This design comes from an exercise in tuning for small area on the open sky130 flow, not from production work. Only simulation tests tie the RTL to the original design; equivalence was not proved.

run A:
==> flow/design.v <==
module conv1 (
  input clock,
  input reset,
  input vld_in,
  input [5:0][15:0] in,
  output vld_out,
  output [63:0][15:0] out
);
  reg vld_r;
  always @(posedge clock) vld_r <= vld_in & ~reset;
  assign vld_out = vld_r;
  wire [15:0] i0 = in[0];
  wire [15:0] i1 = in[1];
  wire [15:0] i2 = in[2];
  wire [15:0] i3 = in[3];
  wire [15:0] i4 = in[4];
  wire [15:0] i5 = in[5];
  wire [15:0] a0 = i2 + i4;
  wire [15:0] a1 = i1 + ~i3 + 16'd1;
  wire [15:0] a2 = i0 + i3;
  wire [15:0] a3 = i4 + i5;
  wire [15:0] a4 = i0 + i2;
  wire [15:0] a5 = i0 + ~i5 + 16'd1;
  wire [15:0] a6 = i4 + ~i5 + 16'd1;
  wire [15:0] a7 = i2 + ~a6;
  wire [15:0] a8 = i2 + a6;
  wire [15:0] a9 = ~i3 + a5 + 16'd1;
  wire [15:0] a10 = i1 + a4;
  wire [15:0] a11 = i1 + a6;
  wire [15:0] a12 = i0 + a1;
  wire [15:0] a13 = i1 + ~a3 + 16'd1;
  wire [15:0] a14 = i1 + a2;
  wire [15:0] a15 = i1 + a5;
  wire [15:0] a16 = ~a7 + ~a15 + 16'd1;
  wire [15:0] a17 = i4 + a9;
  wire [15:0] a18 = ~i2 + a14 + 16'd1;
  wire [15:0] a19 = ~i5 + a10;
  wire [15:0] a20 = a1 + ~a5 + 16'd1;
  wire [15:0] a21 = a3 + a10;
  wire [15:0] a22 = ~a0 + ~a9 + 16'd2;
  wire [15:0] a23 = ~a8 + ~a14 + 16'd2;
  reg [15:0] r0;
  always @(posedge clock) r0 <= a7;
  reg [15:0] r1;
  always @(posedge clock) r1 <= a8;
  reg [15:0] r2;
  always @(posedge clock) r2 <= a0;
  reg [15:0] r3;
  always @(posedge clock) r3 <= a1;
  reg [15:0] r4;
  always @(posedge clock) r4 <= a2;
  reg [15:0] r5;
  always @(posedge clock) r5 <= a9;
  reg [15:0] r6;
  always @(posedge clock) r6 <= i3;
  reg [15:0] r7;
  always @(posedge clock) r7 <= a16;
  reg [15:0] r8;
  always @(posedge clock) r8 <= a10;
  reg [15:0] r9;
  always @(posedge clock) r9 <= a11;
  reg [15:0] r10;
  always @(posedge clock) r10 <= a12;
  reg [15:0] r11;
  always @(posedge clock) r11 <= i2;
  reg [15:0] r12;
  always @(posedge clock) r12 <= a13;
  reg [15:0] r13;
  always @(posedge clock) r13 <= a3;
  reg [15:0] r14;
  always @(posedge clock) r14 <= i1;
  reg [15:0] r15;
  always @(posedge clock) r15 <= a21;
  reg [15:0] r16;
  always @(posedge clock) r16 <= a14;
  reg [15:0] r17;
  always @(posedge clock) r17 <= a4;
  reg [15:0] r18;
  always @(posedge clock) r18 <= a17;
  reg [15:0] r19;
  always @(posedge clock) r19 <= a22;
  reg [15:0] r20;
  always @(posedge clock) r20 <= a5;
  reg [15:0] r21;
  always @(posedge clock) r21 <= a18;
  reg [15:0] r22;
  always @(posedge clock) r22 <= a23;
  reg [15:0] r23;
  always @(posedge clock) r23 <= a19;
  reg [15:0] r24;
  always @(posedge clock) r24 <= a15;
  reg [15:0] r25;
  always @(posedge clock) r25 <= a20;
  wire [15:0] b0 = r1 + ~r2 + 16'd1;
  wire [15:0] b1 = r3 + ~r12 + 16'd1;
  wire [15:0] b2 = ~r4 + r20 + 16'd1;
  wire [15:0] b3 = r7 + r16;
  wire [15:0] b4 = r0 + r6 + 16'd1;
  wire [15:0] b5 = r2 + ~r3 + 16'd1;
  wire [15:0] b6 = ~r11 + r12 + 16'd1;
  wire [15:0] b7 = r19 + r24;
  wire [15:0] b8 = r17 + ~r23;
  wire [15:0] b9 = r5 + ~r10 + 16'd1;
  wire [15:0] b10 = ~r15 + r17 + 16'd1;
  wire [15:0] b11 = ~r8 + ~r19 + 16'd2;
  wire [15:0] b12 = ~r16 + r20 + 16'd1;
  wire [15:0] b13 = r0 + r3 + 16'd1;
  wire [15:0] b14 = r2 + r3;
  wire [15:0] b15 = r0 + r14 + 16'd1;
  wire [15:0] b16 = r8 + ~r20 + 16'd1;
  wire [15:0] b17 = ~r0 + ~r9 + r18 + 16'd1;
  wire [15:0] b18 = ~r13 + ~r9 + r18 + 16'd2;
  wire [15:0] b19 = ~r14 + r18 + 16'd1;
  wire [15:0] b20 = r4 + ~r9 + 16'd1;
  wire [15:0] b21 = ~r13 + r25 + 16'd1;
  wire [15:0] b22 = r14 + r19;
  wire [15:0] b23 = ~r9 + r17 + 16'd1;
  wire [15:0] b24 = r3 + r19;
  wire [15:0] b25 = ~r12 + r17 + 16'd1;
  wire [15:0] b26 = ~r13 + ~r11 + r25 + 16'd2;
  wire [15:0] b27 = ~r2 + r5 + 16'd1;
  wire [15:0] b28 = r11 + ~r18 + 16'd1;
  wire [15:0] b29 = r2 + ~r4 + 16'd1;
  wire [15:0] b30 = r0 + ~r4 + 16'd2;
  wire [15:0] b31 = r5 + r11;
  wire [15:0] b32 = r11 + r20;
  wire [15:0] b33 = r8 + ~r12 + 16'd1;
  wire [15:0] b34 = r3 + r7;
  wire [15:0] b35 = ~r0 + ~r4 + 16'd1;
  wire [15:0] b36 = ~r1 + r10 + 16'd1;
  wire [15:0] b37 = ~r0 + r10;
  wire [15:0] b38 = r13 + ~r21 + 16'd1;
  wire [15:0] b39 = r13 + r21;
  wire [15:0] b40 = ~r2 + r23 + 16'd2;
  wire [15:0] b41 = r1 + ~r8 + 16'd1;
  wire [15:0] b42 = ~r0 + ~r10 + 16'd1;
  wire [15:0] b43 = r6 + ~r23;
  wire [15:0] b44 = ~r6 + r15 + 16'd1;
  wire [15:0] b45 = r8 + ~r13 + 16'd1;
  wire [15:0] b46 = ~r6 + ~r23 + 16'd1;
  wire [15:0] b47 = r6 + r15;
  assign out[0] = b44;
  assign out[1] = b32;
  assign out[2] = b23;
  assign out[3] = r18;
  assign out[4] = r7;
  assign out[5] = b41;
  assign out[6] = b6;
  assign out[7] = b2;
  assign out[8] = b9;
  assign out[9] = b15;
  assign out[10] = r19;
  assign out[11] = b18;
  assign out[12] = b22;
  assign out[13] = b25;
  assign out[14] = b17;
  assign out[15] = b34;
  assign out[16] = r1;
  assign out[17] = r14;
  assign out[18] = b38;
  assign out[19] = b33;
  assign out[20] = r25;
  assign out[21] = b0;
  assign out[22] = r15;
  assign out[23] = b29;
  assign out[24] = r5;
  assign out[25] = b19;
  assign out[26] = b8;
  assign out[27] = b40;
  assign out[28] = r24;
  assign out[29] = b26;
  assign out[30] = r20;
  assign out[31] = b39;
  assign out[32] = b10;
  assign out[33] = b20;
  assign out[34] = b35;
  assign out[35] = r21;
  assign out[36] = b28;
  assign out[37] = b43;
  assign out[38] = b30;
  assign out[39] = b31;
  assign out[40] = b24;
  assign out[41] = b7;
  assign out[42] = b12;
  assign out[43] = b13;
  assign out[44] = r21;
  assign out[45] = b16;
  assign out[46] = b42;
  assign out[47] = b37;
  assign out[48] = b36;
  assign out[49] = r22;
  assign out[50] = 16'd0;
  assign out[51] = b1;
  assign out[52] = b46;
  assign out[53] = b4;
  assign out[54] = b45;
  assign out[55] = b3;
  assign out[56] = b12;
  assign out[57] = b14;
  assign out[58] = b11;
  assign out[59] = b47;
  assign out[60] = b21;
  assign out[61] = b27;
  assign out[62] = b5;
  assign out[63] = r12;
endmodule
==> flow/config.mk <==
export PLATFORM = sky130hd
export DESIGN_NAME = conv1
export DESIGN_NICKNAME = conv1
export VERILOG_FILES = /design/flow/design.v
export SDC_FILE = /design/flow/constraint.sdc
export NUM_CORES = 8
export LEC_CHECK = 0
export CAP_MARGIN = 20
export CORE_MARGIN = 2
export CORE_UTILIZATION = 55
export CTS_CLUSTER_DIAMETER = 80
export CTS_CLUSTER_SIZE = 25
export GPL_TIMING_DRIVEN = 0
export SETUP_SLACK_MARGIN = 0.25
export SLEW_MARGIN = 20
==> flow/constraint.sdc <==
create_clock -name core_clock -period 6.0 [get_ports {clock}]
set_input_delay 1.2000 -clock core_clock [delete_from_list [all_inputs] [get_ports {clock}]]
set_output_delay 1.2000 -clock core_clock [all_outputs]
set_load 0.01 [all_outputs]
standard.sh (not shown) runs the stock make flow with config.mk's settings and CLKGATE_MAP_FILE= SYNTH_SCRIPT=/design/flow/synth_recipe.tcl, a recipe that flattens the netlist after the stock synthesis.
==> flow/flow/run.sh <==
#!/bin/bash
# Layout flow: standard synthesis (for the register list), then the hand-mapped
# adder netlist generated by flow/gen.py from flow/plan.json replaces the
# synthesized netlist; the rest is the standard ORFS flow, with port buffers
# of the smallest buffer cell.
set -eo pipefail
R=orfs/results/sky130hd/conv1/base
bash standard.sh synth > std_synth.log 2>&1
cp $R/1_2_yosys.v std_1_2_yosys.v
python3 flow/gen.py flow/plan.json std_1_2_yosys.v hand_netlist.v > gen.log 2>&1
cp hand_netlist.v $R/1_2_yosys.v
rm -f $R/1_synth.odb
bash standard.sh BUFFER_PORTS_ARGS="-buffer_cell sky130_fd_sc_hd__buf_1" PLACE_PINS_ARGS="-min_distance 1 -min_distance_in_tracks" POST_GLOBAL_PLACE_TCL=$PWD/flow/post_gpl.tcl finish > std_finish.log 2>&1
Other scripts of this flow, unchanged in this note and not shown: flow/flow/gen.py, flow/flow/nlgen3.py, flow/flow/plan.json, flow/flow/post_gpl.tcl
Run A went all the way through synthesis, placement and routing and the layout is clean on timing, DRC and antenna.
The following lists how run B was set up differently from run A:
- a deleted CTS_CLUSTER_DIAMETER that had been 80
- a deleted CTS_CLUSTER_SIZE that had been 25
Findings:
The run showing the smaller design area is run A.
Fraction of met3 tracks used by global routing of run B is on par with run A.
Summary of run B over run A: core occupancy in the finished layout rose 1.0 points, routed wire length rose 0.48%, post-route fraction of the period consumed by the critical path rose 0.57 points, fraction of standard cell area that is sequential fell 0.25 points.
Run A -> run B: clock-buffer cell count increased by more than half
Delta (run B minus run A): required time reported for the critical path endpoint held; transition time of the tightest slew-check pin went up 0.015 ns.
[inputs] run C vs run B
- an added CTS_CLUSTER_SIZE of 25
- an added CTS_CLUSTER_DIAMETER of 80
- a change of SETUP_SLACK_MARGIN from 0.25 to 0.15
--- a/flow/flow/run.sh
+++ b/flow/flow/run.sh
@@ -13 +13 @@
-bash standard.sh BUFFER_PORTS_ARGS="-buffer_cell sky130_fd_sc_hd__buf_1" PLACE_PINS_ARGS="-min_distance 1 -min_distance_in_tracks" POST_GLOBAL_PLACE_TCL=$PWD/flow/post_gpl.tcl finish > std_finish.log 2>&1
+bash standard.sh BUFFER_PORTS_ARGS="-buffer_cell sky130_fd_sc_hd__buf_1" PLACE_PINS_ARGS="-min_distance 1 -min_distance_in_tracks" POST_GLOBAL_PLACE_TCL=$PWD/flow/post_gpl.tcl CTS_BUF_DISTANCE=600 finish > std_finish.log 2>&1
--- outcome ---
Run C: final critical path time including I/O delays and setup 0.10 ns above run B. Diff run B and run C: final layout net count lower in run C. On cell area, run B loses to run C.
## Diff of input files: run D against run C
- CORE_UTILIZATION changed from 55 to 50
- CTS_CLUSTER_DIAMETER removed (was 80)
- GPL_TIMING_DRIVEN changed from 0 to 1
- CTS_CLUSTER_SIZE removed (was 25)
- SETUP_SLACK_MARGIN changed from 0.15 to 0.05
--- a/flow/flow/run.sh
+++ b/flow/flow/run.sh
@@ -13 +13 @@
-bash standard.sh BUFFER_PORTS_ARGS="-buffer_cell sky130_fd_sc_hd__buf_1" PLACE_PINS_ARGS="-min_distance 1 -min_distance_in_tracks" POST_GLOBAL_PLACE_TCL=$PWD/flow/post_gpl.tcl CTS_BUF_DISTANCE=600 finish > std_finish.log 2>&1
+bash standard.sh BUFFER_PORTS_ARGS="-buffer_cell sky130_fd_sc_hd__buf_1" PLACE_PINS_ARGS="-min_distance 1 -min_distance_in_tracks" POST_GLOBAL_PLACE_TCL=$PWD/flow/post_gpl.tcl finish > std_finish.log 2>&1
[summary]
Logic depth of the worst path, buffers included: run C and run D compared, lower one is run D
[run D] hold slack fell 0.014 ns relative to run C
Relative to run C, the number of buffers added for setup after CTS of run D is lower by 37.
Run D vs run C, number of buffers other than clock buffers in the final layout went up by about 47%.
Changes in run E relative to run D:
- CORE_UTILIZATION: 50 -> 55
- CTS_CLUSTER_SIZE: unset -> 20
- SETUP_SLACK_MARGIN: 0.05 -> 0.15
- CTS_CLUSTER_DIAMETER: unset -> 70
- GPL_TIMING_DRIVEN: 1 -> 0
From run D to run E the numbers moved as follows: routed wire length now smaller.
From run E to run D, number of max-slew violations in the final report did not move at all.
Between run D and run E, worst setup slack after layout increased.
Worst setup path endpoint: out[207] -> run D, r22[15] -> run E
Run E packs its core tighter than run D.
Summary of run E over run D: design area fell 2800 um2; first-pass GRT wire length went down; number of standard cells in the layout, taps in and fillers out lost 671; number of buffers and inverters on the critical path went down 4.
Diff run D and run E: part of the cycle the worst path needs higher in run D
Modified inputs, run F compared to run E
- swapping 70 for 80 in CTS_CLUSTER_DIAMETER
- swapping 20 for 25 in CTS_CLUSTER_SIZE
--- a/flow/flow/run.sh
+++ b/flow/flow/run.sh
@@ -13 +13 @@
-bash standard.sh BUFFER_PORTS_ARGS="-buffer_cell sky130_fd_sc_hd__buf_1" PLACE_PINS_ARGS="-min_distance 1 -min_distance_in_tracks" POST_GLOBAL_PLACE_TCL=$PWD/flow/post_gpl.tcl finish > std_finish.log 2>&1
+bash standard.sh BUFFER_PORTS_ARGS="-buffer_cell sky130_fd_sc_hd__buf_1" PLACE_PINS_ARGS="-min_distance 1 -min_distance_in_tracks" POST_GLOBAL_PLACE_TCL=$PWD/flow/post_gpl.tcl CTS_ARGS="-sink_clustering_enable -repair_clock_nets -sink_clustering_size 25 -sink_clustering_max_diameter 80 -dont_use_dummy_load" finish > std_finish.log 2>&1
## What came out
In terms of detailed-route vias per instance, run E and run F differ only marginally.
In the flow results for run F and run E, the total routing usage reported by global routing is smaller on run F.
Diff run F..run E | longest individual stage delay on the worst path | negligible

[re-timing with driven ports]
How much do the figures lean on ideal ports? The routed layouts below were timed once more, with nothing changed but the port constraints.
Step 1 assumes that a clkbuf_16 drives the clock port and a buf_2 every other input.
Step 2, shift: input delay + t, output delay - t, t = (earliest + latest rising clock arrival at the registers) / 2. This alone moves slack from input paths to output paths.
a / b / c = no drivers / after step 1 / after step 2; a / b = the first two.
| run | t (ns) | setup slack, ns | clock arrival spread, ns | worst slew at a driven data input, ns |
|---|---|---|---|---|
| run A | 0.647 | 0.283 / 0.265 / -0.342 | 0.049 / 0.049 | 0.13 |
| run B | 0.677 | 0.249 / 0.266 / -0.412 | 0.022 / 0.021 | 0.12 |
| run C | 0.644 | 0.149 / 0.164 / -0.473 | 0.045 / 0.044 | 0.11 |
| run D | 0.685 | 0.114 / 0.038 / -0.355 | 0.037 / 0.037 | 0.12 |
| run E | 0.666 | 0.189 / 0.179 / -0.455 | 0.046 / 0.046 | 0.12 |
| run F | 0.626 | 0.162 / 0.202 / -0.416 | 0.082 / 0.082 | 0.12 |
Met with ideal ports but missed after step 2: setup timing in every run listed. The setup slack of run B, which loses most, moves by +0.017 ns with the drivers and by -0.661 ns with both steps.
